Context: an optimization exercise on an open-source flow, tuned for small area, a short achievable clock period and few clock cycles per item. The choices shown serve that exercise and are no tape-out recipe.
In this exercise RTL edits were held to simulation tests only and were not proved equivalent to the original.
No activity file was given, so power comes from the tool's default toggle rates.

[design/flow/flow/run.sh]
#!/bin/bash
set -euo pipefail
export BUFFER_PORTS_ARGS="-buffer_cell sky130_fd_sc_hd__buf_1"
bash standard.sh > standard_flow.log 2>&1
[design/flow/standard.sh]
#!/bin/bash
# synth_recipe.tcl (not shown) runs the flow's synth.tcl, then flattens the netlist and writes it again
# the make line also repeats each setting of config.mk as NAME=value (left out here)
make -C /OpenROAD-flow-scripts/flow DESIGN_CONFIG=/design/flow/config.mk WORK_HOME=/design/flow/orfs CLKGATE_MAP_FILE= SYNTH_SCRIPT=/design/flow/synth_recipe.tcl "${@:-finish}"
[design/flow/config.mk]
export PLATFORM = sky130hd
export DESIGN_NAME = axis_gain_wrapper
export DESIGN_NICKNAME = axis_gain_wrapper
export VERILOG_FILES = /design/flow/design.v
export SDC_FILE = /design/flow/constraint.sdc
export NUM_CORES = 4
export LEC_CHECK = 0
export ABC_AREA = 1
export CAP_MARGIN = 20
export CORE_MARGIN = 2
export CORE_UTILIZATION = 40
export CTS_BUF_LIST = sky130_fd_sc_hd__clkbuf_4 sky130_fd_sc_hd__clkbuf_8
export SETUP_SLACK_MARGIN = 4.0
export SLEW_MARGIN = 20
[design/flow/constraint.sdc]
create_clock -name core_clock -period 8.0 [get_ports {aclk}]
set_input_delay 1.6000 -clock core_clock [delete_from_list [all_inputs] [get_ports {aclk}]]
set_output_delay 1.6000 -clock core_clock [all_outputs]
set_load 0.01 [all_outputs]
[design/flow/design.v]
`timescale 1ns / 1ps
module gain_core_s1 (
    input  wire [15:0] d,
    input  wire [23:0] bg,      
    output wire [19:0] ra,
    output wire [19:0] rb,
    output wire [2:0]  cin      
);
    wire neg0 = bg[2];
    wire two0 = bg[1];
    wire one0 = bg[0];
    wire neg1 = bg[5];
    wire two1 = bg[4];
    wire one1 = bg[3];
    wire neg2 = bg[8];
    wire two2 = bg[7];
    wire one2 = bg[6];
    wire neg3 = bg[11];
    wire two3 = bg[10];
    wire one3 = bg[9];
    wire neg4 = bg[14];
    wire two4 = bg[13];
    wire one4 = bg[12];
    wire neg5 = bg[17];
    wire two5 = bg[16];
    wire one5 = bg[15];
    wire neg6 = bg[20];
    wire two6 = bg[19];
    wire one6 = bg[18];
    wire neg7 = bg[23];
    wire two7 = bg[22];
    wire one7 = bg[21];
    wire [16:0] dx = {d[15], d};
    wire pp0_0 = (one0 & dx[0]) ^ neg0;
    wire pp0_1 = ((one0 & dx[1]) | (two0 & dx[0])) ^ neg0;
    wire pp0_2 = ((one0 & dx[2]) | (two0 & dx[1])) ^ neg0;
    wire pp0_3 = ((one0 & dx[3]) | (two0 & dx[2])) ^ neg0;
    wire pp0_4 = ((one0 & dx[4]) | (two0 & dx[3])) ^ neg0;
    wire pp0_5 = ((one0 & dx[5]) | (two0 & dx[4])) ^ neg0;
    wire pp0_6 = ((one0 & dx[6]) | (two0 & dx[5])) ^ neg0;
    wire pp0_7 = ((one0 & dx[7]) | (two0 & dx[6])) ^ neg0;
    wire pp0_8 = ((one0 & dx[8]) | (two0 & dx[7])) ^ neg0;
    wire pp0_9 = ((one0 & dx[9]) | (two0 & dx[8])) ^ neg0;
    wire pp0_10 = ((one0 & dx[10]) | (two0 & dx[9])) ^ neg0;
    wire pp0_11 = ((one0 & dx[11]) | (two0 & dx[10])) ^ neg0;
    wire pp0_12 = ((one0 & dx[12]) | (two0 & dx[11])) ^ neg0;
    wire pp0_13 = ((one0 & dx[13]) | (two0 & dx[12])) ^ neg0;
    wire pp0_14 = ((one0 & dx[14]) | (two0 & dx[13])) ^ neg0;
    wire pp0_15 = ((one0 & dx[15]) | (two0 & dx[14])) ^ neg0;
    wire pp0_16 = ~(((one0 & dx[16]) | (two0 & dx[15])) ^ neg0);
    wire pp1_0 = (one1 & dx[0]) ^ neg1;
    wire pp1_1 = ((one1 & dx[1]) | (two1 & dx[0])) ^ neg1;
    wire pp1_2 = ((one1 & dx[2]) | (two1 & dx[1])) ^ neg1;
    wire pp1_3 = ((one1 & dx[3]) | (two1 & dx[2])) ^ neg1;
    wire pp1_4 = ((one1 & dx[4]) | (two1 & dx[3])) ^ neg1;
    wire pp1_5 = ((one1 & dx[5]) | (two1 & dx[4])) ^ neg1;
    wire pp1_6 = ((one1 & dx[6]) | (two1 & dx[5])) ^ neg1;
    wire pp1_7 = ((one1 & dx[7]) | (two1 & dx[6])) ^ neg1;
    wire pp1_8 = ((one1 & dx[8]) | (two1 & dx[7])) ^ neg1;
    wire pp1_9 = ((one1 & dx[9]) | (two1 & dx[8])) ^ neg1;
    wire pp1_10 = ((one1 & dx[10]) | (two1 & dx[9])) ^ neg1;
    wire pp1_11 = ((one1 & dx[11]) | (two1 & dx[10])) ^ neg1;
    wire pp1_12 = ((one1 & dx[12]) | (two1 & dx[11])) ^ neg1;
    wire pp1_13 = ((one1 & dx[13]) | (two1 & dx[12])) ^ neg1;
    wire pp1_14 = ((one1 & dx[14]) | (two1 & dx[13])) ^ neg1;
    wire pp1_15 = ((one1 & dx[15]) | (two1 & dx[14])) ^ neg1;
    wire pp1_16 = ~(((one1 & dx[16]) | (two1 & dx[15])) ^ neg1);
    wire pp2_0 = (one2 & dx[0]) ^ neg2;
    wire pp2_1 = ((one2 & dx[1]) | (two2 & dx[0])) ^ neg2;
    wire pp2_2 = ((one2 & dx[2]) | (two2 & dx[1])) ^ neg2;
    wire pp2_3 = ((one2 & dx[3]) | (two2 & dx[2])) ^ neg2;
    wire pp2_4 = ((one2 & dx[4]) | (two2 & dx[3])) ^ neg2;
    wire pp2_5 = ((one2 & dx[5]) | (two2 & dx[4])) ^ neg2;
    wire pp2_6 = ((one2 & dx[6]) | (two2 & dx[5])) ^ neg2;
    wire pp2_7 = ((one2 & dx[7]) | (two2 & dx[6])) ^ neg2;
    wire pp2_8 = ((one2 & dx[8]) | (two2 & dx[7])) ^ neg2;
    wire pp2_9 = ((one2 & dx[9]) | (two2 & dx[8])) ^ neg2;
    wire pp2_10 = ((one2 & dx[10]) | (two2 & dx[9])) ^ neg2;
    wire pp2_11 = ((one2 & dx[11]) | (two2 & dx[10])) ^ neg2;
    wire pp2_12 = ((one2 & dx[12]) | (two2 & dx[11])) ^ neg2;
    wire pp2_13 = ((one2 & dx[13]) | (two2 & dx[12])) ^ neg2;
    wire pp2_14 = ((one2 & dx[14]) | (two2 & dx[13])) ^ neg2;
    wire pp2_15 = ((one2 & dx[15]) | (two2 & dx[14])) ^ neg2;
    wire pp2_16 = ~(((one2 & dx[16]) | (two2 & dx[15])) ^ neg2);
    wire pp3_0 = (one3 & dx[0]) ^ neg3;
    wire pp3_1 = ((one3 & dx[1]) | (two3 & dx[0])) ^ neg3;
    wire pp3_2 = ((one3 & dx[2]) | (two3 & dx[1])) ^ neg3;
    wire pp3_3 = ((one3 & dx[3]) | (two3 & dx[2])) ^ neg3;
    wire pp3_4 = ((one3 & dx[4]) | (two3 & dx[3])) ^ neg3;
    wire pp3_5 = ((one3 & dx[5]) | (two3 & dx[4])) ^ neg3;
    wire pp3_6 = ((one3 & dx[6]) | (two3 & dx[5])) ^ neg3;
    wire pp3_7 = ((one3 & dx[7]) | (two3 & dx[6])) ^ neg3;
    wire pp3_8 = ((one3 & dx[8]) | (two3 & dx[7])) ^ neg3;
    wire pp3_9 = ((one3 & dx[9]) | (two3 & dx[8])) ^ neg3;
    wire pp3_10 = ((one3 & dx[10]) | (two3 & dx[9])) ^ neg3;
    wire pp3_11 = ((one3 & dx[11]) | (two3 & dx[10])) ^ neg3;
    wire pp3_12 = ((one3 & dx[12]) | (two3 & dx[11])) ^ neg3;
    wire pp3_13 = ((one3 & dx[13]) | (two3 & dx[12])) ^ neg3;
    wire pp3_14 = ((one3 & dx[14]) | (two3 & dx[13])) ^ neg3;
    wire pp3_15 = ((one3 & dx[15]) | (two3 & dx[14])) ^ neg3;
    wire pp3_16 = ~(((one3 & dx[16]) | (two3 & dx[15])) ^ neg3);
    wire pp4_0 = (one4 & dx[0]) ^ neg4;
    wire pp4_1 = ((one4 & dx[1]) | (two4 & dx[0])) ^ neg4;
    wire pp4_2 = ((one4 & dx[2]) | (two4 & dx[1])) ^ neg4;
    wire pp4_3 = ((one4 & dx[3]) | (two4 & dx[2])) ^ neg4;
    wire pp4_4 = ((one4 & dx[4]) | (two4 & dx[3])) ^ neg4;
    wire pp4_5 = ((one4 & dx[5]) | (two4 & dx[4])) ^ neg4;
    wire pp4_6 = ((one4 & dx[6]) | (two4 & dx[5])) ^ neg4;
    wire pp4_7 = ((one4 & dx[7]) | (two4 & dx[6])) ^ neg4;
    wire pp4_8 = ((one4 & dx[8]) | (two4 & dx[7])) ^ neg4;
    wire pp4_9 = ((one4 & dx[9]) | (two4 & dx[8])) ^ neg4;
    wire pp4_10 = ((one4 & dx[10]) | (two4 & dx[9])) ^ neg4;
    wire pp4_11 = ((one4 & dx[11]) | (two4 & dx[10])) ^ neg4;
    wire pp4_12 = ((one4 & dx[12]) | (two4 & dx[11])) ^ neg4;
    wire pp4_13 = ((one4 & dx[13]) | (two4 & dx[12])) ^ neg4;
    wire pp4_14 = ((one4 & dx[14]) | (two4 & dx[13])) ^ neg4;
    wire pp4_15 = ((one4 & dx[15]) | (two4 & dx[14])) ^ neg4;
    wire pp4_16 = ~(((one4 & dx[16]) | (two4 & dx[15])) ^ neg4);
    wire pp5_0 = (one5 & dx[0]) ^ neg5;
    wire pp5_1 = ((one5 & dx[1]) | (two5 & dx[0])) ^ neg5;
    wire pp5_2 = ((one5 & dx[2]) | (two5 & dx[1])) ^ neg5;
    wire pp5_3 = ((one5 & dx[3]) | (two5 & dx[2])) ^ neg5;
    wire pp5_4 = ((one5 & dx[4]) | (two5 & dx[3])) ^ neg5;
    wire pp5_5 = ((one5 & dx[5]) | (two5 & dx[4])) ^ neg5;
    wire pp5_6 = ((one5 & dx[6]) | (two5 & dx[5])) ^ neg5;
    wire pp5_7 = ((one5 & dx[7]) | (two5 & dx[6])) ^ neg5;
    wire pp5_8 = ((one5 & dx[8]) | (two5 & dx[7])) ^ neg5;
    wire pp5_9 = ((one5 & dx[9]) | (two5 & dx[8])) ^ neg5;
    wire pp5_10 = ((one5 & dx[10]) | (two5 & dx[9])) ^ neg5;
    wire pp5_11 = ((one5 & dx[11]) | (two5 & dx[10])) ^ neg5;
    wire pp5_12 = ((one5 & dx[12]) | (two5 & dx[11])) ^ neg5;
    wire pp5_13 = ((one5 & dx[13]) | (two5 & dx[12])) ^ neg5;
    wire pp5_14 = ((one5 & dx[14]) | (two5 & dx[13])) ^ neg5;
    wire pp5_15 = ((one5 & dx[15]) | (two5 & dx[14])) ^ neg5;
    wire pp5_16 = ~(((one5 & dx[16]) | (two5 & dx[15])) ^ neg5);
    wire pp6_0 = (one6 & dx[0]) ^ neg6;
    wire pp6_1 = ((one6 & dx[1]) | (two6 & dx[0])) ^ neg6;
    wire pp6_2 = ((one6 & dx[2]) | (two6 & dx[1])) ^ neg6;
    wire pp6_3 = ((one6 & dx[3]) | (two6 & dx[2])) ^ neg6;
    wire pp6_4 = ((one6 & dx[4]) | (two6 & dx[3])) ^ neg6;
    wire pp6_5 = ((one6 & dx[5]) | (two6 & dx[4])) ^ neg6;
    wire pp6_6 = ((one6 & dx[6]) | (two6 & dx[5])) ^ neg6;
    wire pp6_7 = ((one6 & dx[7]) | (two6 & dx[6])) ^ neg6;
    wire pp6_8 = ((one6 & dx[8]) | (two6 & dx[7])) ^ neg6;
    wire pp6_9 = ((one6 & dx[9]) | (two6 & dx[8])) ^ neg6;
    wire pp6_10 = ((one6 & dx[10]) | (two6 & dx[9])) ^ neg6;
    wire pp6_11 = ((one6 & dx[11]) | (two6 & dx[10])) ^ neg6;
    wire pp6_12 = ((one6 & dx[12]) | (two6 & dx[11])) ^ neg6;
    wire pp6_13 = ((one6 & dx[13]) | (two6 & dx[12])) ^ neg6;
    wire pp6_14 = ((one6 & dx[14]) | (two6 & dx[13])) ^ neg6;
    wire pp6_15 = ((one6 & dx[15]) | (two6 & dx[14])) ^ neg6;
    wire pp6_16 = ~(((one6 & dx[16]) | (two6 & dx[15])) ^ neg6);
    wire pp7_0 = (one7 & dx[0]) ^ neg7;
    wire pp7_1 = ((one7 & dx[1]) | (two7 & dx[0])) ^ neg7;
    wire pp7_2 = ((one7 & dx[2]) | (two7 & dx[1])) ^ neg7;
    wire pp7_3 = ((one7 & dx[3]) | (two7 & dx[2])) ^ neg7;
    wire pp7_4 = ((one7 & dx[4]) | (two7 & dx[3])) ^ neg7;
    wire pp7_5 = ((one7 & dx[5]) | (two7 & dx[4])) ^ neg7;
    wire pp7_6 = ((one7 & dx[6]) | (two7 & dx[5])) ^ neg7;
    wire pp7_7 = ((one7 & dx[7]) | (two7 & dx[6])) ^ neg7;
    wire pp7_8 = ((one7 & dx[8]) | (two7 & dx[7])) ^ neg7;
    wire pp7_9 = ((one7 & dx[9]) | (two7 & dx[8])) ^ neg7;
    wire pp7_10 = ((one7 & dx[10]) | (two7 & dx[9])) ^ neg7;
    wire pp7_11 = ((one7 & dx[11]) | (two7 & dx[10])) ^ neg7;
    wire pp7_12 = ((one7 & dx[12]) | (two7 & dx[11])) ^ neg7;
    wire pp7_13 = ((one7 & dx[13]) | (two7 & dx[12])) ^ neg7;
    wire pp7_14 = ((one7 & dx[14]) | (two7 & dx[13])) ^ neg7;
    wire pp7_15 = ((one7 & dx[15]) | (two7 & dx[14])) ^ neg7;
    wire pp7_16 = ~(((one7 & dx[16]) | (two7 & dx[15])) ^ neg7);
    wire s1, c2;
    assign s1 = pp0_10 ^ pp1_8;
    assign c2 = pp0_10 & pp1_8;
    wire s3, c4;
    assign s3 = pp0_11 ^ pp1_9 ^ pp2_7;
    assign c4 = (pp0_11 & pp1_9) | (pp2_7 & (pp0_11 ^ pp1_9));
    wire s5, c6;
    assign s5 = pp0_12 ^ pp1_10 ^ pp2_8;
    assign c6 = (pp0_12 & pp1_10) | (pp2_8 & (pp0_12 ^ pp1_10));
    wire s7, c8;
    assign s7 = pp3_6 ^ pp4_4;
    assign c8 = pp3_6 & pp4_4;
    wire s9, c10;
    assign s9 = pp0_13 ^ pp1_11 ^ pp2_9;
    assign c10 = (pp0_13 & pp1_11) | (pp2_9 & (pp0_13 ^ pp1_11));
    wire s11, c12;
    assign s11 = pp3_7 ^ pp4_5;
    assign c12 = pp3_7 & pp4_5;
    wire s13, c14;
    assign s13 = pp0_14 ^ pp1_12 ^ pp2_10;
    assign c14 = (pp0_14 & pp1_12) | (pp2_10 & (pp0_14 ^ pp1_12));
    wire s15, c16;
    assign s15 = pp3_8 ^ pp4_6 ^ pp5_4;
    assign c16 = (pp3_8 & pp4_6) | (pp5_4 & (pp3_8 ^ pp4_6));
    wire s17, c18;
    assign s17 = pp6_2 ^ pp7_0;
    assign c18 = pp6_2 & pp7_0;
    wire s19, c20;
    assign s19 = pp0_15 ^ pp1_13 ^ pp2_11;
    assign c20 = (pp0_15 & pp1_13) | (pp2_11 & (pp0_15 ^ pp1_13));
    wire s21, c22;
    assign s21 = pp3_9 ^ pp4_7 ^ pp5_5;
    assign c22 = (pp3_9 & pp4_7) | (pp5_5 & (pp3_9 ^ pp4_7));
    wire s23, c24;
    assign s23 = pp6_3 ^ pp7_1;
    assign c24 = pp6_3 & pp7_1;
    wire s25, c26;
    assign s25 = pp0_16 ^ pp1_14 ^ pp2_12;
    assign c26 = (pp0_16 & pp1_14) | (pp2_12 & (pp0_16 ^ pp1_14));
    wire s27, c28;
    assign s27 = pp3_10 ^ pp4_8 ^ pp5_6;
    assign c28 = (pp3_10 & pp4_8) | (pp5_6 & (pp3_10 ^ pp4_8));
    wire s29, c30;
    assign s29 = pp6_4 ^ pp7_2 ^ 1'b1;
    assign c30 = (pp6_4 & pp7_2) | (1'b1 & (pp6_4 ^ pp7_2));
    wire s31, c32;
    assign s31 = pp1_15 ^ pp2_13 ^ pp3_11;
    assign c32 = (pp1_15 & pp2_13) | (pp3_11 & (pp1_15 ^ pp2_13));
    wire s33, c34;
    assign s33 = pp4_9 ^ pp5_7 ^ pp6_5;
    assign c34 = (pp4_9 & pp5_7) | (pp6_5 & (pp4_9 ^ pp5_7));
    wire s35, c36;
    assign s35 = pp7_3 ^ 1'b1;
    assign c36 = pp7_3 & 1'b1;
    wire s37, c38;
    assign s37 = pp1_16 ^ pp2_14 ^ pp3_12;
    assign c38 = (pp1_16 & pp2_14) | (pp3_12 & (pp1_16 ^ pp2_14));
    wire s39, c40;
    assign s39 = pp4_10 ^ pp5_8 ^ pp6_6;
    assign c40 = (pp4_10 & pp5_8) | (pp6_6 & (pp4_10 ^ pp5_8));
    wire s41, c42;
    assign s41 = pp2_15 ^ pp3_13 ^ pp4_11;
    assign c42 = (pp2_15 & pp3_13) | (pp4_11 & (pp2_15 ^ pp3_13));
    wire s43, c44;
    assign s43 = pp5_9 ^ pp6_7;
    assign c44 = pp5_9 & pp6_7;
    wire s45, c46;
    assign s45 = pp2_16 ^ pp3_14 ^ pp4_12;
    assign c46 = (pp2_16 & pp3_14) | (pp4_12 & (pp2_16 ^ pp3_14));
    wire s47, c48;
    assign s47 = pp3_15 ^ pp4_13;
    assign c48 = pp3_15 & pp4_13;
    wire s49, c50;
    assign s49 = pp0_6 ^ pp1_4;
    assign c50 = pp0_6 & pp1_4;
    wire s51, c52;
    assign s51 = pp0_7 ^ pp1_5;
    assign c52 = pp0_7 & pp1_5;
    wire s53, c54;
    assign s53 = pp0_8 ^ pp1_6 ^ pp2_4;
    assign c54 = (pp0_8 & pp1_6) | (pp2_4 & (pp0_8 ^ pp1_6));
    wire s55, c56;
    assign s55 = pp3_2 ^ pp4_0;
    assign c56 = pp3_2 & pp4_0;
    wire s57, c58;
    assign s57 = pp0_9 ^ pp1_7 ^ pp2_5;
    assign c58 = (pp0_9 & pp1_7) | (pp2_5 & (pp0_9 ^ pp1_7));
    wire s59, c60;
    assign s59 = pp3_3 ^ pp4_1;
    assign c60 = pp3_3 & pp4_1;
    wire s61, c62;
    assign s61 = s1 ^ pp2_6 ^ pp3_4;
    assign c62 = (s1 & pp2_6) | (pp3_4 & (s1 ^ pp2_6));
    wire s63, c64;
    assign s63 = pp4_2 ^ pp5_0 ^ neg5;
    assign c64 = (pp4_2 & pp5_0) | (neg5 & (pp4_2 ^ pp5_0));
    wire s65, c66;
    assign s65 = c2 ^ s3 ^ pp3_5;
    assign c66 = (c2 & s3) | (pp3_5 & (c2 ^ s3));
    wire s67, c68;
    assign s67 = pp4_3 ^ pp5_1 ^ 1'b1;
    assign c68 = (pp4_3 & pp5_1) | (1'b1 & (pp4_3 ^ pp5_1));
    wire s69, c70;
    assign s69 = c4 ^ s5 ^ s7;
    assign c70 = (c4 & s5) | (s7 & (c4 ^ s5));
    wire s71, c72;
    assign s71 = pp5_2 ^ pp6_0 ^ neg6;
    assign c72 = (pp5_2 & pp6_0) | (neg6 & (pp5_2 ^ pp6_0));
    wire s73, c74;
    assign s73 = c6 ^ c8 ^ s9;
    assign c74 = (c6 & c8) | (s9 & (c6 ^ c8));
    wire s75, c76;
    assign s75 = s11 ^ pp5_3 ^ pp6_1;
    assign c76 = (s11 & pp5_3) | (pp6_1 & (s11 ^ pp5_3));
    wire s77, c78;
    assign s77 = c10 ^ c12 ^ s13;
    assign c78 = (c10 & c12) | (s13 & (c10 ^ c12));
    wire s79, c80;
    assign s79 = s15 ^ s17 ^ neg7;
    assign c80 = (s15 & s17) | (neg7 & (s15 ^ s17));
    wire s81, c82;
    assign s81 = c14 ^ c16 ^ c18;
    assign c82 = (c14 & c16) | (c18 & (c14 ^ c16));
    wire s83, c84;
    assign s83 = s19 ^ s21 ^ s23;
    assign c84 = (s19 & s21) | (s23 & (s19 ^ s21));
    wire s85, c86;
    assign s85 = c20 ^ c22 ^ c24;
    assign c86 = (c20 & c22) | (c24 & (c20 ^ c22));
    wire s87, c88;
    assign s87 = s25 ^ s27 ^ s29;
    assign c88 = (s25 & s27) | (s29 & (s25 ^ s27));
    wire s89, c90;
    assign s89 = c26 ^ c28 ^ c30;
    assign c90 = (c26 & c28) | (c30 & (c26 ^ c28));
    wire s91, c92;
    assign s91 = s31 ^ s33 ^ s35;
    assign c92 = (s31 & s33) | (s35 & (s31 ^ s33));
    wire s93, c94;
    assign s93 = c32 ^ c34 ^ c36;
    assign c94 = (c32 & c34) | (c36 & (c32 ^ c34));
    wire s95, c96;
    assign s95 = s37 ^ s39 ^ pp7_4;
    assign c96 = (s37 & s39) | (pp7_4 & (s37 ^ s39));
    wire s97, c98;
    assign s97 = c38 ^ c40 ^ s41;
    assign c98 = (c38 & c40) | (s41 & (c38 ^ c40));
    wire s99, c100;
    assign s99 = s43 ^ pp7_5 ^ 1'b1;
    assign c100 = (s43 & pp7_5) | (1'b1 & (s43 ^ pp7_5));
    wire s101, c102;
    assign s101 = c42 ^ c44 ^ s45;
    assign c102 = (c42 & c44) | (s45 & (c42 ^ c44));
    wire s103, c104;
    assign s103 = pp5_10 ^ pp6_8 ^ pp7_6;
    assign c104 = (pp5_10 & pp6_8) | (pp7_6 & (pp5_10 ^ pp6_8));
    wire s105, c106;
    assign s105 = c46 ^ s47 ^ pp5_11;
    assign c106 = (c46 & s47) | (pp5_11 & (c46 ^ s47));
    wire s107, c108;
    assign s107 = pp6_9 ^ pp7_7 ^ 1'b1;
    assign c108 = (pp6_9 & pp7_7) | (1'b1 & (pp6_9 ^ pp7_7));
    wire s109, c110;
    assign s109 = c48 ^ pp3_16 ^ pp4_14;
    assign c110 = (c48 & pp3_16) | (pp4_14 & (c48 ^ pp3_16));
    wire s111, c112;
    assign s111 = pp5_12 ^ pp6_10 ^ pp7_8;
    assign c112 = (pp5_12 & pp6_10) | (pp7_8 & (pp5_12 ^ pp6_10));
    wire s113, c114;
    assign s113 = pp4_15 ^ pp5_13 ^ pp6_11;
    assign c114 = (pp4_15 & pp5_13) | (pp6_11 & (pp4_15 ^ pp5_13));
    wire s115, c116;
    assign s115 = pp7_9 ^ 1'b1;
    assign c116 = pp7_9 & 1'b1;
    wire s117, c118;
    assign s117 = pp4_16 ^ pp5_14 ^ pp6_12;
    assign c118 = (pp4_16 & pp5_14) | (pp6_12 & (pp4_16 ^ pp5_14));
    wire s119, c120;
    assign s119 = pp5_15 ^ pp6_13;
    assign c120 = pp5_15 & pp6_13;
    wire s121, c122;
    assign s121 = pp0_4 ^ pp1_2;
    assign c122 = pp0_4 & pp1_2;
    wire s123, c124;
    assign s123 = pp0_5 ^ pp1_3;
    assign c124 = pp0_5 & pp1_3;
    wire s125, c126;
    assign s125 = s49 ^ pp2_2 ^ pp3_0;
    assign c126 = (s49 & pp2_2) | (pp3_0 & (s49 ^ pp2_2));
    wire s127, c128;
    assign s127 = c50 ^ s51 ^ pp2_3;
    assign c128 = (c50 & s51) | (pp2_3 & (c50 ^ s51));
    wire s129, c130;
    assign s129 = c52 ^ s53 ^ s55;
    assign c130 = (c52 & s53) | (s55 & (c52 ^ s53));
    wire s131, c132;
    assign s131 = c54 ^ c56 ^ s57;
    assign c132 = (c54 & c56) | (s57 & (c54 ^ c56));
    wire s133, c134;
    assign s133 = c58 ^ c60 ^ s61;
    assign c134 = (c58 & c60) | (s61 & (c58 ^ c60));
    wire s135, c136;
    assign s135 = c62 ^ c64 ^ s65;
    assign c136 = (c62 & c64) | (s65 & (c62 ^ c64));
    wire s137, c138;
    assign s137 = c66 ^ c68 ^ s69;
    assign c138 = (c66 & c68) | (s69 & (c66 ^ c68));
    wire s139, c140;
    assign s139 = c70 ^ c72 ^ s73;
    assign c140 = (c70 & c72) | (s73 & (c70 ^ c72));
    wire s141, c142;
    assign s141 = c74 ^ c76 ^ s77;
    assign c142 = (c74 & c76) | (s77 & (c74 ^ c76));
    wire s143, c144;
    assign s143 = c78 ^ c80 ^ s81;
    assign c144 = (c78 & c80) | (s81 & (c78 ^ c80));
    wire s145, c146;
    assign s145 = c82 ^ c84 ^ s85;
    assign c146 = (c82 & c84) | (s85 & (c82 ^ c84));
    wire s147, c148;
    assign s147 = c86 ^ c88 ^ s89;
    assign c148 = (c86 & c88) | (s89 & (c86 ^ c88));
    wire s149, c150;
    assign s149 = c90 ^ c92 ^ s93;
    assign c150 = (c90 & c92) | (s93 & (c90 ^ c92));
    wire s151, c152;
    assign s151 = c94 ^ c96 ^ s97;
    assign c152 = (c94 & c96) | (s97 & (c94 ^ c96));
    wire s153, c154;
    assign s153 = c98 ^ c100 ^ s101;
    assign c154 = (c98 & c100) | (s101 & (c98 ^ c100));
    wire s155, c156;
    assign s155 = c102 ^ c104 ^ s105;
    assign c156 = (c102 & c104) | (s105 & (c102 ^ c104));
    wire s157, c158;
    assign s157 = c106 ^ c108 ^ s109;
    assign c158 = (c106 & c108) | (s109 & (c106 ^ c108));
    wire s159, c160;
    assign s159 = c110 ^ c112 ^ s113;
    assign c160 = (c110 & c112) | (s113 & (c110 ^ c112));
    wire s161, c162;
    assign s161 = c114 ^ c116 ^ s117;
    assign c162 = (c114 & c116) | (s117 & (c114 ^ c116));
    wire s163, c164;
    assign s163 = c118 ^ s119 ^ pp7_11;
    assign c164 = (c118 & s119) | (pp7_11 & (c118 ^ s119));
    wire s165, c166;
    assign s165 = c120 ^ pp5_16 ^ pp6_14;
    assign c166 = (c120 & pp5_16) | (pp6_14 & (c120 ^ pp5_16));
    wire s167, c168;
    assign s167 = pp6_15 ^ pp7_13;
    assign c168 = pp6_15 & pp7_13;
    wire s169, c170;
    assign s169 = pp0_2 ^ pp1_0;
    assign c170 = pp0_2 & pp1_0;
    wire s171, c172;
    assign s171 = pp0_3 ^ pp1_1;
    assign c172 = pp0_3 & pp1_1;
    wire s173, c174;
    assign s173 = s121 ^ pp2_0 ^ neg2;
    assign c174 = (s121 & pp2_0) | (neg2 & (s121 ^ pp2_0));
    wire s175, c176;
    assign s175 = c122 ^ s123 ^ pp2_1;
    assign c176 = (c122 & s123) | (pp2_1 & (c122 ^ s123));
    wire s177, c178;
    assign s177 = c124 ^ s125 ^ neg3;
    assign c178 = (c124 & s125) | (neg3 & (c124 ^ s125));
    wire s179, c180;
    assign s179 = c126 ^ s127 ^ pp3_1;
    assign c180 = (c126 & s127) | (pp3_1 & (c126 ^ s127));
    wire s181, c182;
    assign s181 = c128 ^ s129 ^ neg4;
    assign c182 = (c128 & s129) | (neg4 & (c128 ^ s129));
    wire s183, c184;
    assign s183 = c130 ^ s131 ^ s59;
    assign c184 = (c130 & s131) | (s59 & (c130 ^ s131));
    wire s185, c186;
    assign s185 = c132 ^ s133 ^ s63;
    assign c186 = (c132 & s133) | (s63 & (c132 ^ s133));
    wire s187, c188;
    assign s187 = c134 ^ s135 ^ s67;
    assign c188 = (c134 & s135) | (s67 & (c134 ^ s135));
    wire s189, c190;
    assign s189 = c136 ^ s137 ^ s71;
    assign c190 = (c136 & s137) | (s71 & (c136 ^ s137));
    wire s191, c192;
    assign s191 = c138 ^ s139 ^ s75;
    assign c192 = (c138 & s139) | (s75 & (c138 ^ s139));
    wire s193, c194;
    assign s193 = c140 ^ s141 ^ s79;
    assign c194 = (c140 & s141) | (s79 & (c140 ^ s141));
    wire s195, c196;
    assign s195 = c142 ^ s143 ^ s83;
    assign c196 = (c142 & s143) | (s83 & (c142 ^ s143));
    wire s197, c198;
    assign s197 = c144 ^ s145 ^ s87;
    assign c198 = (c144 & s145) | (s87 & (c144 ^ s145));
    wire s199, c200;
    assign s199 = c146 ^ s147 ^ s91;
    assign c200 = (c146 & s147) | (s91 & (c146 ^ s147));
    wire s201, c202;
    assign s201 = c148 ^ s149 ^ s95;
    assign c202 = (c148 & s149) | (s95 & (c148 ^ s149));
    wire s203, c204;
    assign s203 = c150 ^ s151 ^ s99;
    assign c204 = (c150 & s151) | (s99 & (c150 ^ s151));
    wire s205, c206;
    assign s205 = c152 ^ s153 ^ s103;
    assign c206 = (c152 & s153) | (s103 & (c152 ^ s153));
    wire s207, c208;
    assign s207 = c154 ^ s155 ^ s107;
    assign c208 = (c154 & s155) | (s107 & (c154 ^ s155));
    wire s209, c210;
    assign s209 = c156 ^ s157 ^ s111;
    assign c210 = (c156 & s157) | (s111 & (c156 ^ s157));
    wire s211, c212;
    assign s211 = c158 ^ s159 ^ s115;
    assign c212 = (c158 & s159) | (s115 & (c158 ^ s159));
    wire s213, c214;
    assign s213 = c160 ^ s161 ^ pp7_10;
    assign c214 = (c160 & s161) | (pp7_10 & (c160 ^ s161));
    wire s215, c216;
    assign s215 = c162 ^ s163 ^ 1'b1;
    assign c216 = (c162 & s163) | (1'b1 & (c162 ^ s163));
    wire s217, c218;
    assign s217 = c164 ^ s165 ^ pp7_12;
    assign c218 = (c164 & s165) | (pp7_12 & (c164 ^ s165));
    wire s219, c220;
    assign s219 = c166 ^ s167 ^ 1'b1;
    assign c220 = (c166 & s167) | (1'b1 & (c166 ^ s167));
    wire s221, c222;
    assign s221 = c168 ^ pp6_16 ^ pp7_14;
    assign c222 = (c168 & pp6_16) | (pp7_14 & (c168 ^ pp6_16));
    wire s223, c224;
    assign s223 = pp7_15 ^ 1'b1;
    assign c224 = pp7_15 & 1'b1;
    wire [11:0] la = {c186, c184, c182, c180, c178, c176, c174, c172, c170, s169, pp0_1, pp0_0};
    wire [11:0] lb = {s187, s185, s183, s181, s179, s177, s175, s173, s171, neg1, 1'b0, neg0};
    wire lgi0 = la[0] & lb[0];
    wire lpi0 = la[0] ^ lb[0];
    wire lgi1 = la[1] & lb[1];
    wire lpi1 = la[1] ^ lb[1];
    wire lgi2 = la[2] & lb[2];
    wire lpi2 = la[2] ^ lb[2];
    wire lgi3 = la[3] & lb[3];
    wire lpi3 = la[3] ^ lb[3];
    wire lgi4 = la[4] & lb[4];
    wire lpi4 = la[4] ^ lb[4];
    wire lgi5 = la[5] & lb[5];
    wire lpi5 = la[5] ^ lb[5];
    wire lgi6 = la[6] & lb[6];
    wire lpi6 = la[6] ^ lb[6];
    wire lgi7 = la[7] & lb[7];
    wire lpi7 = la[7] ^ lb[7];
    wire qgu0_1 = lgi1 | (lpi1 & lgi0);
    wire qgu0_3 = lgi3 | (lpi3 & lgi2);
    wire qpu0_3 = lpi3 & lpi2;
    wire qgu0_5 = lgi5 | (lpi5 & lgi4);
    wire qpu0_5 = lpi5 & lpi4;
    wire qgu0_7 = lgi7 | (lpi7 & lgi6);
    wire qpu0_7 = lpi7 & lpi6;
    wire qgu1_3 = qgu0_3 | (qpu0_3 & qgu0_1);
    wire qgu1_7 = qgu0_7 | (qpu0_7 & qgu0_5);
    wire qpu1_7 = qpu0_7 & qpu0_5;
    wire qgu2_7 = qgu1_7 | (qpu1_7 & qgu1_3);
    wire qgd4_5 = qgu0_5 | (qpu0_5 & qgu1_3);
    wire qgd5_2 = lgi2 | (lpi2 & qgu0_1);
    wire qgd5_4 = lgi4 | (lpi4 & qgu1_3);
    wire qgd5_6 = lgi6 | (lpi6 & qgd4_5);
    assign cin[0] = qgu2_7;
    wire [3:0] lg = la[11:8] & lb[11:8];
    wire [3:0] lp = la[11:8] ^ lb[11:8];
    assign cin[1] = lg[3] | (lp[3] & lg[2]) | (lp[3] & lp[2] & lg[1]) | (lp[3] & lp[2] & lp[1] & lg[0]);
    assign cin[2] = &lp;
    assign ra = {1'b1, c224, c222, c220, c218, c216, c214, c212, c210, c208, c206, c204, c202, c200, c198, c196, c194, c192, c190, c188};
    assign rb = {1'b0, pp7_16, s223, s221, s219, s217, s215, s213, s211, s209, s207, s205, s203, s201, s199, s197, s195, s193, s191, s189};
endmodule
module gain_recode (
    input  wire [15:0] g,
    output wire [23:0] bg
);
    assign bg[2] = g[1];
    assign bg[1] = ((g[1] & ~g[0] & ~1'b0) | (~g[1] & g[0] & 1'b0));
    assign bg[0] = (g[0] ^ 1'b0);
    assign bg[5] = g[3];
    assign bg[4] = ((g[3] & ~g[2] & ~g[1]) | (~g[3] & g[2] & g[1]));
    assign bg[3] = (g[2] ^ g[1]);
    assign bg[8] = g[5];
    assign bg[7] = ((g[5] & ~g[4] & ~g[3]) | (~g[5] & g[4] & g[3]));
    assign bg[6] = (g[4] ^ g[3]);
    assign bg[11] = g[7];
    assign bg[10] = ((g[7] & ~g[6] & ~g[5]) | (~g[7] & g[6] & g[5]));
    assign bg[9] = (g[6] ^ g[5]);
    assign bg[14] = g[9];
    assign bg[13] = ((g[9] & ~g[8] & ~g[7]) | (~g[9] & g[8] & g[7]));
    assign bg[12] = (g[8] ^ g[7]);
    assign bg[17] = g[11];
    assign bg[16] = ((g[11] & ~g[10] & ~g[9]) | (~g[11] & g[10] & g[9]));
    assign bg[15] = (g[10] ^ g[9]);
    assign bg[20] = g[13];
    assign bg[19] = ((g[13] & ~g[12] & ~g[11]) | (~g[13] & g[12] & g[11]));
    assign bg[18] = (g[12] ^ g[11]);
    assign bg[23] = g[15];
    assign bg[22] = ((g[15] & ~g[14] & ~g[13]) | (~g[15] & g[14] & g[13]));
    assign bg[21] = (g[14] ^ g[13]);
endmodule
module gain_core_s2 (
    input  wire [19:0] ra,
    input  wire [19:0] rb,
    input  wire [2:0]  cin,
    output wire [15:0] data_o
);
    wire c = cin[1] | (cin[2] & cin[0]);
    wire g0 = ra[0] & rb[0];
    wire p0 = ra[0] ^ rb[0];
    wire g1 = ra[1] & rb[1];
    wire p1 = ra[1] ^ rb[1];
    wire g2 = ra[2] & rb[2];
    wire p2 = ra[2] ^ rb[2];
    wire g3 = ra[3] & rb[3];
    wire p3 = ra[3] ^ rb[3];
    wire g4 = ra[4] & rb[4];
    wire p4 = ra[4] ^ rb[4];
    wire g5 = ra[5] & rb[5];
    wire p5 = ra[5] ^ rb[5];
    wire g6 = ra[6] & rb[6];
    wire p6 = ra[6] ^ rb[6];
    wire g7 = ra[7] & rb[7];
    wire p7 = ra[7] ^ rb[7];
    wire g8 = ra[8] & rb[8];
    wire p8 = ra[8] ^ rb[8];
    wire g9 = ra[9] & rb[9];
    wire p9 = ra[9] ^ rb[9];
    wire g10 = ra[10] & rb[10];
    wire p10 = ra[10] ^ rb[10];
    wire g11 = ra[11] & rb[11];
    wire p11 = ra[11] ^ rb[11];
    wire g12 = ra[12] & rb[12];
    wire p12 = ra[12] ^ rb[12];
    wire g13 = ra[13] & rb[13];
    wire p13 = ra[13] ^ rb[13];
    wire g14 = ra[14] & rb[14];
    wire p14 = ra[14] ^ rb[14];
    wire g15 = ra[15] & rb[15];
    wire p15 = ra[15] ^ rb[15];
    wire g16 = ra[16] & rb[16];
    wire p16 = ra[16] ^ rb[16];
    wire g17 = ra[17] & rb[17];
    wire p17 = ra[17] ^ rb[17];
    wire g18 = ra[18] & rb[18];
    wire p18 = ra[18] ^ rb[18];
    wire g19 = ra[19] & rb[19];
    wire p19 = ra[19] ^ rb[19];
    wire kgu0_1 = g0 | (p0 & c);
    wire kgu0_3 = g2 | (p2 & g1);
    wire kpu0_3 = p2 & p1;
    wire kgu0_5 = g4 | (p4 & g3);
    wire kpu0_5 = p4 & p3;
    wire kgu0_7 = g6 | (p6 & g5);
    wire kpu0_7 = p6 & p5;
    wire kgu0_9 = g8 | (p8 & g7);
    wire kpu0_9 = p8 & p7;
    wire kgu0_11 = g10 | (p10 & g9);
    wire kpu0_11 = p10 & p9;
    wire kgu0_13 = g12 | (p12 & g11);
    wire kpu0_13 = p12 & p11;
    wire kgu0_15 = g14 | (p14 & g13);
    wire kpu0_15 = p14 & p13;
    wire kgu0_17 = g16 | (p16 & g15);
    wire kpu0_17 = p16 & p15;
    wire kgu0_19 = g18 | (p18 & g17);
    wire kpu0_19 = p18 & p17;
    wire kgu1_3 = kgu0_3 | (kpu0_3 & kgu0_1);
    wire kgu1_7 = kgu0_7 | (kpu0_7 & kgu0_5);
    wire kpu1_7 = kpu0_7 & kpu0_5;
    wire kgu1_11 = kgu0_11 | (kpu0_11 & kgu0_9);
    wire kpu1_11 = kpu0_11 & kpu0_9;
    wire kgu1_15 = kgu0_15 | (kpu0_15 & kgu0_13);
    wire kpu1_15 = kpu0_15 & kpu0_13;
    wire kgu1_19 = kgu0_19 | (kpu0_19 & kgu0_17);
    wire kpu1_19 = kpu0_19 & kpu0_17;
    wire kgu2_7 = kgu1_7 | (kpu1_7 & kgu1_3);
    wire kgu2_15 = kgu1_15 | (kpu1_15 & kgu1_11);
    wire kpu2_15 = kpu1_15 & kpu1_11;
    wire kgu3_15 = kgu2_15 | (kpu2_15 & kgu2_7);
    wire kgd7_11 = kgu1_11 | (kpu1_11 & kgu2_7);
    wire kgd7_19 = kgu1_19 | (kpu1_19 & kgu3_15);
    wire kgd8_5 = kgu0_5 | (kpu0_5 & kgu1_3);
    wire kgd8_9 = kgu0_9 | (kpu0_9 & kgu2_7);
    wire kgd8_13 = kgu0_13 | (kpu0_13 & kgd7_11);
    wire kgd8_17 = kgu0_17 | (kpu0_17 & kgu3_15);
    wire kgd9_2 = g1 | (p1 & kgu0_1);
    wire kgd9_4 = g3 | (p3 & kgu1_3);
    wire kgd9_6 = g5 | (p5 & kgd8_5);
    wire kgd9_8 = g7 | (p7 & kgu2_7);
    wire kgd9_10 = g9 | (p9 & kgd8_9);
    wire kgd9_12 = g11 | (p11 & kgd7_11);
    wire kgd9_14 = g13 | (p13 & kgd8_13);
    wire kgd9_16 = g15 | (p15 & kgu3_15);
    wire kgd9_18 = g17 | (p17 & kgd8_17);
    wire kgd9_20 = g19 | (p19 & kgd7_19);
    wire [19:0] r;
    assign r[0] = p0 ^ c;
    assign r[1] = p1 ^ kgu0_1;
    assign r[2] = p2 ^ kgd9_2;
    assign r[3] = p3 ^ kgu1_3;
    assign r[4] = p4 ^ kgd9_4;
    assign r[5] = p5 ^ kgd8_5;
    assign r[6] = p6 ^ kgd9_6;
    assign r[7] = p7 ^ kgu2_7;
    assign r[8] = p8 ^ kgd9_8;
    assign r[9] = p9 ^ kgd8_9;
    assign r[10] = p10 ^ kgd9_10;
    assign r[11] = p11 ^ kgd7_11;
    assign r[12] = p12 ^ kgd9_12;
    assign r[13] = p13 ^ kgd8_13;
    assign r[14] = p14 ^ kgd9_14;
    assign r[15] = p15 ^ kgu3_15;
    assign r[16] = p16 ^ kgd9_16;
    assign r[17] = p17 ^ kgd8_17;
    assign r[18] = p18 ^ kgd9_18;
    assign r[19] = p19 ^ kgd7_19;
    wire ovf = ~(&r[19:15] | ~|r[19:15]);
    assign data_o = ovf ? {r[19], {15{~r[19]}}} : r[15:0];
endmodule
module gain_core (
    input  wire [15:0] data_i,
    input  wire [15:0] gain_i,
    output wire [15:0] data_o
);
    wire [19:0] ra, rb;
    wire [2:0] cin;
    wire [23:0] bg;
    gain_recode  u_rc (.g(gain_i), .bg(bg));
    gain_core_s1 u_s1 (.d(data_i), .bg(bg), .ra(ra), .rb(rb), .cin(cin));
    gain_core_s2 u_s2 (.ra(ra), .rb(rb), .cin(cin), .data_o(data_o));
endmodule
`timescale 1ns / 1ps
module axis_gain_wrapper #(
    parameter integer C_S_AXI_DATA_WIDTH = 32,
    parameter integer C_S_AXI_ADDR_WIDTH = 4,
    parameter integer AUDIO_WIDTH        = 16,
    parameter integer GAIN_FBITS         = 12
)(
    input  wire aclk,
    input  wire aresetn,
    input  wire [31:0] s_axis_tdata,
    input  wire        s_axis_tlast,
    input  wire        s_axis_tvalid,
    output wire        s_axis_tready,
    output wire [31:0] m_axis_tdata,
    output wire        m_axis_tlast,
    output wire        m_axis_tvalid,
    input  wire        m_axis_tready,
    input  wire [C_S_AXI_ADDR_WIDTH-1:0] s_axi_awaddr,
    input  wire                          s_axi_awvalid,
    output wire                          s_axi_awready,
    input  wire [C_S_AXI_DATA_WIDTH-1:0] s_axi_wdata,
    input  wire [3:0]                    s_axi_wstrb,
    input  wire                          s_axi_wvalid,
    output wire                          s_axi_wready,
    output wire [1:0]                    s_axi_bresp,
    output reg                           s_axi_bvalid,
    input  wire                          s_axi_bready,
    input  wire [C_S_AXI_ADDR_WIDTH-1:0] s_axi_araddr,
    input  wire                          s_axi_arvalid,
    output wire                          s_axi_arready,
    output reg  [C_S_AXI_DATA_WIDTH-1:0] s_axi_rdata,
    output wire [1:0]                    s_axi_rresp,
    output reg                           s_axi_rvalid,
    input  wire                          s_axi_rready
);
    reg [31:0] reg_control;
    reg [31:0] reg_gain_l;
    reg [31:0] reg_gain_r;
    reg        wack;       
    reg [1:0]  rsel;       
    assign s_axi_awready = wack;
    assign s_axi_wready  = wack;
    assign s_axi_bresp   = 2'b00;
    assign s_axi_rresp   = 2'b00;
    assign s_axi_arready = !s_axi_rvalid;
    wire wgo = s_axi_awvalid && s_axi_wvalid && !wack && !s_axi_bvalid && !s_axi_rvalid;
    wire [1:0] addr_w = s_axi_awaddr[3:2];
    wire [31:0] wd_ctl = s_axi_wdata & {32{aresetn}};
    wire [31:0] wd_gn  = {wd_ctl[31:13], s_axi_wdata[12] | !aresetn, wd_ctl[11:0]};
    wire we_ctl = (wgo && addr_w == 2'd0) || !aresetn;
    wire we_gl  = (wgo && addr_w == 2'd1) || !aresetn;
    wire we_gr  = (wgo && addr_w == 2'd2) || !aresetn;
    always @(posedge aclk) begin
        if (we_ctl) reg_control <= wd_ctl;
        if (we_gl)  reg_gain_l  <= wd_gn;
        if (we_gr)  reg_gain_r  <= wd_gn;
    end
    always @(posedge aclk) begin
        if (!aresetn) begin
            wack         <= 1'b0;
            s_axi_bvalid <= 1'b0;
        end else begin
            wack <= wgo;
            if (wack)
                s_axi_bvalid <= 1'b1;
            else if (s_axi_bready)
                s_axi_bvalid <= 1'b0;
        end
    end
    wire rgo = s_axi_arvalid && !s_axi_rvalid;
    always @(posedge aclk) begin
        if (!aresetn) begin
            s_axi_rvalid <= 1'b0;
        end else begin
            if (rgo)
                s_axi_rvalid <= 1'b1;
            else if (s_axi_rready)
                s_axi_rvalid <= 1'b0;
        end
    end
    always @(posedge aclk) begin
        if (rgo) rsel <= s_axi_araddr[3:2];
    end
    always @* begin
        case (rsel)
            2'd0:    s_axi_rdata = reg_control;
            2'd1:    s_axi_rdata = reg_gain_l;
            2'd2:    s_axi_rdata = reg_gain_r;
            default: s_axi_rdata = 32'b0;
        endcase
    end
    reg        v0, l0;
    reg [31:0] d0;
    reg [23:0] b0l, b0r;              
    reg        v1, l1;
    reg [19:0] ral, rbl, rar, rbr;    
    reg [2:0]  cil, cir;      
    reg        v2, l2;
    reg [31:0] o2;
    wire ce = m_axis_tready || !v2;
    assign s_axis_tready = ce;
    assign m_axis_tvalid = v2;
    assign m_axis_tlast  = l2;
    assign m_axis_tdata  = o2;
    wire [15:0] gl = reg_control[0] ? reg_gain_l[15:0] : 16'h1000;
    wire [15:0] gr = reg_control[0] ? reg_gain_r[15:0] : 16'h1000;
    wire [23:0] bgl, bgr;
    gain_recode u_rc_l (.g(gl), .bg(bgl));
    gain_recode u_rc_r (.g(gr), .bg(bgr));
    wire [19:0] ral_d, rbl_d, rar_d, rbr_d;
    wire [2:0]  cil_d, cir_d;
    wire [15:0] ol_d, or_d;
    gain_core_s1 u_s1_l (.d(d0[15:0]),  .bg(b0l), .ra(ral_d), .rb(rbl_d), .cin(cil_d));
    gain_core_s1 u_s1_r (.d(d0[31:16]), .bg(b0r), .ra(rar_d), .rb(rbr_d), .cin(cir_d));
    gain_core_s2 u_s2_l (.ra(ral), .rb(rbl), .cin(cil), .data_o(ol_d));
    gain_core_s2 u_s2_r (.ra(rar), .rb(rbr), .cin(cir), .data_o(or_d));
    always @(posedge aclk) begin
        if (ce) begin
            d0  <= s_axis_tdata;
            l0  <= s_axis_tlast;
            b0l <= bgl;
            b0r <= bgr;
            ral <= ral_d;
            rbl <= rbl_d;
            cil <= cil_d;
            rar <= rar_d;
            rbr <= rbr_d;
            cir <= cir_d;
            l1  <= l0;
            o2  <= {or_d, ol_d};
            l2  <= l1;
        end
    end
    always @(posedge aclk) begin
        if (!aresetn) begin
            v0 <= 1'b0;
            v1 <= 1'b0;
            v2 <= 1'b0;
        end else if (ce) begin
            v0 <= s_axis_tvalid;
            v1 <= v0;
            v2 <= v1;
        end
    end
endmodule
==> results of run 1 <==
[per-stage QoR]
step	total power, mW	setup WS, ns	utilization
finish	8.248	4.121	0.4574
global route	9.122	3.958	0.4574
CTS	8.355	4.000	0.4513
detailed placement	6.774	3.387	0.4257
global placement	6.662	3.477	0.4257
floorplan	5.717	2.456	-
[placed cells by master (no fill, tap or decap), types with 3 or more instances in the layout]
| master | n |
|---|---|
| inv_1 | 408 |
| edfxtp_1 | 295 |
| xor2_1 | 274 |
| o22ai_1 | 238 |
| nand2_1 | 197 |
| fa_1 | 186 |
| buf_1 | 148 |
| ha_1 | 102 |
| buf_4 | 72 |
| nand3_1 | 63 |
| clkbuf_8 | 57 |
| o21ai_0 | 39 |
| clkinvlp_4 | 31 |
| a21oi_1 | 31 |
| o211ai_1 | 23 |
| nor2_1 | 17 |
| clkinv_1 | 15 |
| nand4_1 | 13 |
| clkbuf_4 | 13 |
| clkinv_2 | 11 |
| nand2_2 | 10 |
| xnor2_1 | 10 |
| inv_2 | 8 |
| a31oi_1 | 7 |
| o31ai_1 | 7 |
| o221ai_1 | 7 |
| a22oi_1 | 6 |
| dfxtp_1 | 6 |
| o21bai_1 | 5 |
| o21a_1 | 5 |
| nand3_2 | 4 |
| nor3_1 | 4 |
| conb_1 | 4 |
| or2_2 | 3 |
| a21o_1 | 3 |
| bufinv_16 | 3 |
[worst paths after layout]
path                     start  slack (ns)                to  depth (start not counted)
max          rsel[1]$_DFFE_PP_        4.12   s_axi_rdata[12]                          4
min               l1$_DFFE_PP_        0.42      l2$_DFFE_PP_                          0
max reg2reg   b0r[0]$_DFFE_PP_        4.12  cir[1]$_DFFE_PP_                         11
min reg2reg       l1$_DFFE_PP_        0.42      l2$_DFFE_PP_                          0
[registers in the layout (all words and copies together), names as in the netlist, 3 cells and up]
signal and flops:
reg_gain_l 32, ral 19, rar 19, rbl 19, cil 3, reg_control 32
rbr 19, cir 3, o2 32, reg_gain_r 32, b0l 24, d0 32
b0r 24
[final cells by class]
cell class,count,area share
Antenna cell,2,0.0001978
Clock buffer,70,0.03486
Clock inverter,30,0.009198
Inverter,449,0.07082
Multi-Input combinational cell,1276,0.4486
Sequential cell,301,0.3549
Tap cell,748,0.03699
Timing Repair Buffer,223,0.04441
[where the power goes]
group	internal [mW]	switching (mW)	total (mW)
logic	1.70	2.47	4.16
clock network	0.822	0.672	1.49
registers	2.41	0.182	2.59
total	4.93	3.32	8.25
[repair_timing]
action	CTS	global route
setup endpoints to repair	37	107
cloned	0	1
resized for setup	30	4
setup buffers	24	42
pin swaps	1	0
[kinds of logic after synthesis]
family | count (synthesis) | share of synthesized area
buffers and inverters | 562 | 0.09718
AOI/OAI and AO/OA | 382 | 0.1070
and+or+nand+nor | 316 | 0.06098
DFF | 301 | 0.4003
adders and majority gates | 288 | 0.2229
xor gates and xnor gates | 284 | 0.1109
other | 1 | 0.0001672
muxes | 1 | 0.0005021
[layer usage]
layer,up-vias,track usage,share of wire
met4,6,0.06902,0.029
met3,112,0.04850,0.085
li1,7445,-,-
met2,599,0.2859,0.45
met5,-,0,0.00071
met1,7554,0.2486,0.44
[worst reg2reg max path: stages (launching register included)]
cell and delay, ns:
edfxtp_1 0.41, clkinvlp_4 0.18, o22ai_1 0.22, xor2_1 0.13
fa_1 0.57, inv_1 0.06, fa_1 0.53, fa_1 0.44
fa_1 0.50, ha_1 0.34, a21oi_1 0.16, nand3_1 0.09
==> impl_metrics.ini, run 1 <==
[route]
drt-wirelength-per-cell_um = 17.23
dr.pass1.iters = 5
route.detailed.drc = 0
num_vias = 15720
wl_um = 53410
first_iter_violations = 1098
vias_per_cell = 5.071
postRouteAntennaNets = 0

[timing]
max_freq_mhz = 257.8
fin_crit_ns = 3.879
holdWs_ns = 0.4173
worstMarginPinSlew_ns = 0.9490
maxSlewViolCount = 0
rsz0062_at_grt = yes
fin_skew_ns = 0.04283
fin_setup_tns_ns = 0
fin_crit_sh = 0.4849
finalHoldViolCount = 0
maxSlewHeadroom = 0.3674
setup_violations = 0

[finish]
seqCellArea_um2 = 8979
fill_cells = 5248
layout.nets = 2679
final_cells = 3099
fin_area_um2 = 25300
multi_input_area_um2 = 11350
drive_gt1_frac = 0.09877
areaGrowthSynthToFinish_pct = 12.81

[setup_path]
cp.arrival_ns = 2.28
slowest_stage = edfxtp_1
cpLargestDelayFamily = flip-flops
start_kind = flop
cp-end-kind = output port
crit_fanout = 26
critical-path-max-stage-delay_ns = 0.46
cp_cell_sequence = clkinv_4 > nand2_1 > o221ai_2 > buf_1
crit_buf_inv = 2
crit_type = flop to output port
required_ns = 6.40

[synth]
yosysMostFrequentCell = inv_1
synth.area.top_cells = edfxtp_1 (39%), fa_1 (17%), xor2_1 (11%), inv_1 (7.3%), o22ai_1 (6.6%)
synth_top_area_frac = 0.3950
synthTopCellsByCount = inv_1 (435), edfxtp_1 (295), xor2_1 (274), o22ai_1 (238), nand2_1 (197)
synth_edf_count = 295
yosys_warnings = 1
ys_async_sr_fraction = 0
synth_top_area_cell = edfxtp_1
yosysSeqAreaShare = 0.4003
synth.distinct_cells = 42
synth_cells = 2135
synth-seq-cells = 301
avgSynthCellArea_um2 = 10.50
synth_area_um2 = 22430
ys.flop_type = edfxtp_1

[clocking]
hold_buffers = 0
clockBufferDepth = 3
root_buffer = clkbuf_8
ctsHtreeMaxLevel = 2
tritoncts = yes
insertion_delay_ns = 0.66
path_clk_slew_ns = 0.06
cts_buffers = 54
clock-sinks = 301

[global_routing]
grt_use_total = 0.1843
grt_pass1_wl_um = 84700
overflow = 0
antenna_found_initial = 5
grt_pass1_vias = 15780
grt_max_degree = 85

[die]
die_height_um = 240.8
io-pin-count = 162
die_area_um2 = 57980
start_util = 0.4055
core_um2 = 55310
die_w_um = 240.8
num_rows = 86

[placement]
dpl.hpwl_um = 37950
postPlaceCellArea_um2 = 23550
gp_congestion = 0.8689
dpl.cell_count = 2930
port_buffers = 149

[outcome]
outcome = finished clean

[power]
leakage_nw = 11.34
pwr_density_cell_nw_per_um2 = 326.0
irDropWorstVdd_v = 0.0001325

[min_path]
timing.hold.worst.class = flop to flop

[run]
cap_violations = 0
Testbench counts, summed over its fixed seeds: cycles 16,480, samples 16,384.
==> run 2: changes to the inputs <==
--- a/design/flow/config.mk
+++ b/design/flow/config.mk
@@ -10,5 +10,5 @@
 export CORE_MARGIN = 2
 export CORE_UTILIZATION = 40
 export CTS_BUF_LIST = sky130_fd_sc_hd__clkbuf_4 sky130_fd_sc_hd__clkbuf_8
-export SETUP_SLACK_MARGIN = 4.0
+export SETUP_SLACK_MARGIN = 4.6
 export SLEW_MARGIN = 20
==> run 2 against run 1 <==
Net effect:
- still clean
- die area unchanged
- clock power about the same
- fmax increased by 3.3%
- critical path depth increased by 10
- register-to-register slack improved by 0.13 ns
- global-route usage increased by 1.5 points
- via count increased by 7.2%
- highest routed layer unchanged
==> impl_metrics.ini, run 2 <==
[outcome]
outcome = finished clean

[route]
dr.pass1.iters = 6
route.detailed.drc = 0
postRouteAntennaNets = 0
drt-wirelength-per-cell_um = 18.28
first_iter_violations = 1257
wl_um = 59730
vias_per_cell = 5.159
num_vias = 16860

[synth]
synth-seq-cells = 301
synth_edf_count = 295
synth.area.top_cells = edfxtp_1 (39%), fa_1 (17%), xor2_1 (11%), inv_1 (7.3%), o22ai_1 (6.6%)
yosysSeqAreaShare = 0.4003
synth_area_um2 = 22430
synth_top_area_cell = edfxtp_1
ys.flop_type = edfxtp_1
yosysMostFrequentCell = inv_1
synth_cells = 2135
synth.distinct_cells = 42
synthTopCellsByCount = inv_1 (435), edfxtp_1 (295), xor2_1 (274), o22ai_1 (238), nand2_1 (197)
ys_async_sr_fraction = 0
synth_top_area_frac = 0.3950
yosys_warnings = 1
avgSynthCellArea_um2 = 10.50

[placement]
pre_cts_ws_ns = 3.552
dpl.hpwl_um = 37970
gp_congestion = 0.8794
port_buffers = 149

[timing]
max_freq_mhz = 266.4
holdWs_ns = 0.4029
rsz0062_at_grt = yes
fin_skew_ns = 0.03631
fin_ws_ns = 4.246
maxSlewViolCount = 0
fin_crit_ns = 3.754
maxSlewHeadroom = 0.3696
fin_crit_sh = 0.4692
fin_setup_tns_ns = 0
worstMarginPinSlew_ns = 0.9456
finalHoldViolCount = 0
setup_violations = 0

[clocking]
hold_buffers = 0
clockBufferDepth = 3
clock-sinks = 301
cts_buffers = 54
insertion_delay_ns = 0.65
ctsHtreeMaxLevel = 2
root_buffer = clkbuf_8
tritoncts = yes
path_clk_slew_ns = 0.08

[finish]
layout_common_cells = inv_1 (358), edfxtp_1 (295), xor2_1 (262)
areaGrowthSynthToFinish_pct = 25.14
final_common_cell = inv_1
layout.nets = 2847
fill_cells = 4819
drive_gt1_frac = 0.2450

[setup_path]
cp.arrival_ns = 4.15
cp-end-kind = flop
required_ns = 8.40
start_kind = flop
crit_type = flop to flop
crit_fanout = 6

[die]
die_height_um = 240.8
start_util = 0.4055
num_rows = 86
die_w_um = 240.8
die_area_um2 = 57980
io-pin-count = 162
core_um2 = 55310

[global_routing]
grt_pass1_wl_um = 91160
grt_use_total = 0.1995
grt_pass1_vias = 16920
antenna_found_initial = 5
overflow = 0
grt_max_degree = 78

[min_path]
timing.hold.worst.class = flop to flop

[power]
pwr_density_cell_nw_per_um2 = 312.8
leakage_nw = 12.43
irDropWorstVdd_v = 0.0001721
power.total_mw = 8.778

[run]
cap_violations = 0
[run 2: changes by cell type in the layout (fill, tap and decap cells not counted), sizes merged, moves of 2 or more]
cell,change
buf,+153
clkinvlp,+22
inv,-17
clkbuf,+5
or2,+2
[run 2: timing repair]
action | in CTS | in global routing
buffers inserted | 154 | 67
setup endpoints to repair | 105 | 186
cloned | 7 | 7
pin swaps | 25 | 83
endpoints found under the hold margin | 0 | 0
resized for setup | 174 | 199
[run 2: worst paths after layout]
| kind | from | endpoint | slack [ns] | cells past startpoint |
|---|---|---|---|---|
| max | d0[11]$_DFFE_PP_ | rbl[7]$_DFFE_PP_ | 4.25 | 14 |
| min | l1$_DFFE_PP_ | l2$_DFFE_PP_ | 0.40 | 0 |
| max reg2reg | d0[11]$_DFFE_PP_ | rbl[7]$_DFFE_PP_ | 4.25 | 14 |
| min reg2reg | l1$_DFFE_PP_ | l2$_DFFE_PP_ | 0.40 | 0 |
[run 2: through the flow]
step,area (um2),utilization,cells
global placement,23600,0.4266,2930
detailed placement,23600,0.4266,2930
finish,28070,0.5074,3267
floorplan,22660,-,2138
CTS,26630,0.4815,3192
global route,28070,0.5074,3267
[run 2: logic make-up (layout without fill, tap and decap cells)]
kind of cell | Yosys count | in the layout | share of synthesized area
AOI/OAI and AO/OA | 382 | 382 | 0.1070
xor gates and xnor gates | 284 | 284 | 0.1109
adders and majority gates | 288 | 288 | 0.2229
buffers and inverters | 562 | 937 | 0.09718
DFF | 301 | 301 | 0.4003
muxes | 1 | 1 | 0.0005021
other | 1 | 5 | 0.0001672
and+or+nand+nor | 316 | 321 | 0.06098
[run 2: metal layers]
| layer | global-route usage | up-vias | routed length [um] | share of wire |
|---|---|---|---|---|
| li1 | - | 7803 | - | - |
| met3 | 0.05250 | 173 | 5226 | 0.087 |
| met4 | 0.08100 | 8 | 2275 | 0.038 |
| met5 | 0 | - | 55 | 0.00092 |
| met1 | 0.2616 | 8148 | 24830 | 0.42 |
| met2 | 0.3151 | 723 | 27340 | 0.46 |
[run 2: worst max-delay path, cell delays in order, from the launching register on]
cell        delay (ns)
edfxtp_1          0.37
clkinvlp_4        0.14
buf_6             0.14
buf_6             0.10
buf_6             0.12
buf_12            0.14
o22ai_1           0.18
xor2_1            0.12
fa_1              0.44
fa_1              0.58
inv_1             0.06
fa_2              0.52
inv_2             0.04
fa_2              0.51
inv_1             0.03
[run 2: cell type report]
type	count	area, um2	area share
Sequential cell	301	8979	0.3199
Clock inverter	30	219.0	0.007802
Inverter	449	1902	0.06776
Timing Repair Buffer	381	2858	0.1018
Tap cell	748	935.9	0.03335
Multi-Input combinational cell	1280	12250	0.4365
Timing Repair inverter	6	42.54	0.001516
Antenna cell	1	2.502	0.00008916
Clock buffer	71	877.1	0.03125
[run 2: power by group]
group	total [mW]	leakage [nW]	internal (mW)	switching (mW)
logic	4.71	8.68	2.02	2.69
registers	2.59	3.18	2.41	0.179
clock network	1.48	0.570	0.814	0.664
total	8.78	12.4	5.25	3.53
==> run 3: changes to the inputs <==
--- a/design/flow/config.mk
+++ b/design/flow/config.mk
@@ -10,5 +10,5 @@
 export CORE_MARGIN = 2
 export CORE_UTILIZATION = 40
 export CTS_BUF_LIST = sky130_fd_sc_hd__clkbuf_4 sky130_fd_sc_hd__clkbuf_8
-export SETUP_SLACK_MARGIN = 4.6
+export SETUP_SLACK_MARGIN = 4.3
 export SLEW_MARGIN = 20
==> run 3 against run 2 <==
Net effect:
- sequential cell count unchanged
- via count decreased by 5.2%
- worst setup slack got worse by 0.011 ns
- count of clock-buffer cells in the layout decreased by 2
- synthesized cell count unchanged
- total power decreased by 4.0%
- cell area decreased by 6.9%
- worst hold slack improved by 0.016 ns
- global-route usage decreased by 0.99 points
- clock power increased by 6%
- routed wire length decreased by 8.5%
- fmax decreased by 0.29%
- largest power group unchanged
==> impl_metrics.ini, run 3 <==
[synth]
synth_cells = 2135
synth_edf_count = 295
ys.flop_type = edfxtp_1
yosysMostFrequentCell = inv_1
synth_area_um2 = 22430
synth.distinct_cells = 42
synth-simple-area-share = 0.06098
avgSynthCellArea_um2 = 10.50
yosys.area_share.adder = 0.2229
yosys_warnings = 1
synth_top_family_by_area = adder cells
synth-seq-cells = 301
synthTopCellsByCount = inv_1 (435), edfxtp_1 (295), xor2_1 (274), o22ai_1 (238), nand2_1 (197)
synth_top_area_frac = 0.3950
synth_mux_area_frac = 0.0005021
synth_compound_area_frac = 0.1070
ys_async_sr_fraction = 0
synth.area.top_cells = edfxtp_1 (39%), fa_1 (17%), xor2_1 (11%), inv_1 (7.3%), o22ai_1 (6.6%)
synth-xor-area-share = 0.1109
yosysSeqAreaShare = 0.4003
synth_top_area_cell = edfxtp_1

[global_routing]
grt_use_total = 0.1896
use_met2 = 0.2965
grt_max_degree = 89
grt_pass1_wl_um = 86900
overflow = 0
busiest_layer = met2
grt_pass1_vias = 15920
grtUsageMet3 = 0.04587
met1_usage = 0.2569
antenna_found_initial = 5

[timing]
rsz0062_at_grt = yes
setup_violations = 0
fin_crit_sh = 0.4706
fin_skew_ns = 0.03450
fin_crit_ns = 3.765
fin_setup_tns_ns = 0
max_freq_mhz = 265.6
worstMarginPinSlew_ns = 0.9271
maxSlewViolCount = 0
finalHoldViolCount = 0
maxSlewHeadroom = 0.3819

[setup_path]
crit_buf_inv = 2
critPathMostFrequentCell = fa_1
critical-path-max-stage-delay_ns = 0.55
reg2reg_setup_slack_ns = 4.24
startpoint = b0l[5]$_DFFE_PP_
worst_r2r_path_depth = 10
crit_type = flop to flop
rr_endpoint = cil[1]$_DFFE_PP_
slowest_stage = fa_1
cpLargestDelayFamily = adder cells
endpoint = cil[1]$_DFFE_PP_
cp.arrival_ns = 4.13
crit_fanout = 6
r2r_start = b0l[5]$_DFFE_PP_
start_kind = flop
cp.depth = 10
cp-end-kind = flop
required_ns = 8.36
cp_cell_sequence = clkinv_1 > xor2_1 > fa_1 > inv_1 > fa_1 > fa_1 > fa_1 > ha_4 > a21oi_1 > nand3_1

[finish]
final_common_cell = inv_1
areaGrowthSynthToFinish_pct = 16.54
final_cells = 3138
layout_common_cells = inv_1 (393), edfxtp_1 (295), xor2_1 (273)
drive_gt1_frac = 0.1436
layout.nets = 2719

[die]
start_util = 0.4055
die_height_um = 240.8
core_um2 = 55310
num_rows = 86
die_w_um = 240.8
io-pin-count = 162
die_area_um2 = 57980

[run]
cap_violations = 0

[route]
vias_per_cell = 5.092
first_iter_violations = 1167
route.detailed.drc = 0
num_vias = 15980
dr.pass1.iters = 5
postRouteAntennaNets = 0
drt-wirelength-per-cell_um = 17.42
wl_um = 54650

[min_path]
hp-start = l1$_DFFE_PP_
timing.hold.worst.class = flop to flop

[clocking]
tritoncts = yes
path_clk_slew_ns = 0.06
clock-sinks = 301
hold_buffers = 0
root_buffer = clkbuf_8
ctsHtreeMaxLevel = 2
clockBufferDepth = 3
insertion_delay_ns = 0.65
cts_buffers = 55

[placement]
gp_congestion = 0.8759
dpl.hpwl_um = 37940
dpl.cell_count = 2931
port_buffers = 149

[power]
irDropWorstVdd_v = 0.0001586
leakage_nw = 11.71
pwr_density_cell_nw_per_um2 = 322.5

[outcome]
outcome = finished clean
==> run 3: cell families after synthesis <==
group	after synthesis
adder cells (fa/ha/maj)	288
other	1
AND/OR/NAND/NOR	316
multiplexers	1
flip-flops	301
buffers and inverters	562
AO/OA/AOI/OAI	382
XOR/XNOR	284
==> run 3: worst min path at each step <==
stage	end	slack (ns)	cells after the start
after floorplan	l1$_DFFE_PP_	0.40	0
after global placement	l2$_DFFE_PP_	0.41	0
after detailed placement	l2$_DFFE_PP_	0.41	0
after CTS	l2$_DFFE_PP_	0.42	0
after global routing	l1$_DFFE_PP_	0.44	0
final	l2$_DFFE_PP_	0.42	0
==> run 3: routing by layer <==
layer	vias up	wire (um)
met5	-	47
met4	6	1618
met3	112	4562
met2	628	24740
met1	7706	23690
li1	7526	-
==> run 3: where the power goes <==
| part | switching (mW) | total (mW) | internal, mW |
|---|---|---|---|
| Combinational | 2.50 | 4.27 | 1.77 |
| Clock | 0.665 | 1.57 | 0.905 |
| Sequential | 0.182 | 2.59 | 2.41 |
==> run 3: final cells by class <==
class	count	area, um2
Clock inverter	31	316.6
Multi-Input combinational cell	1277	11600
Timing Repair inverter	1	5.005
Sequential cell	301	8979
Antenna cell	2	5.005
Inverter	449	1846
Timing Repair Buffer	260	1590
Clock buffer	69	862.1
Fill cell	5156	29170
Tap cell	748	935.9
==> run 3: metrics by stage <==
stage          power (mW)  hold slack, ns  cell area, um2  utilization  setup WS (ns)
4_1_cts             8.489          0.4221           25390       0.4591          4.229
5_1_grt             9.352          0.4363           26140       0.4726          4.126
3_5_place_dp        6.773          0.4089           23550       0.4259          3.370
3_3_place_gp        6.668          0.4071           23550       0.4259          3.438
6_report            8.429          0.4193           26140       0.4726          4.235
2_1_floorplan       5.722          0.4003           22520            -          2.456
==> run 3: repair_timing <==
item,CTS,global route
endpoints found under the hold margin,0,0
resized for setup,59,91
endpoints found under the setup margin,163,153
cloned,4,2
setup buffers,49,50
pin swaps,6,16

re-timing with driven ports:
Ports are ideal in the flow. The routed layouts listed here were re-timed in OpenROAD.
Step 1, drivers: a clkbuf_16 drives aclk and a buf_2 each remaining input, both assumed.
Step 2 times the ports against the registers' clock, not the clock port: input delays grow and output delays shrink by t, the midpoint of the rising clock arrivals with the driver on.
Slacks: no drivers / after step 1 / after step 2; pairs: no drivers / after step 1.
run	t (ns)	setup WS [ns]
run 1	0.693	4.121 / 4.064 / 3.707
run 2	0.688	4.246 / 4.246 / 4.156
run 3	0.693	4.235 / 4.235 / 3.969
After both steps every run listed still meets setup and hold.
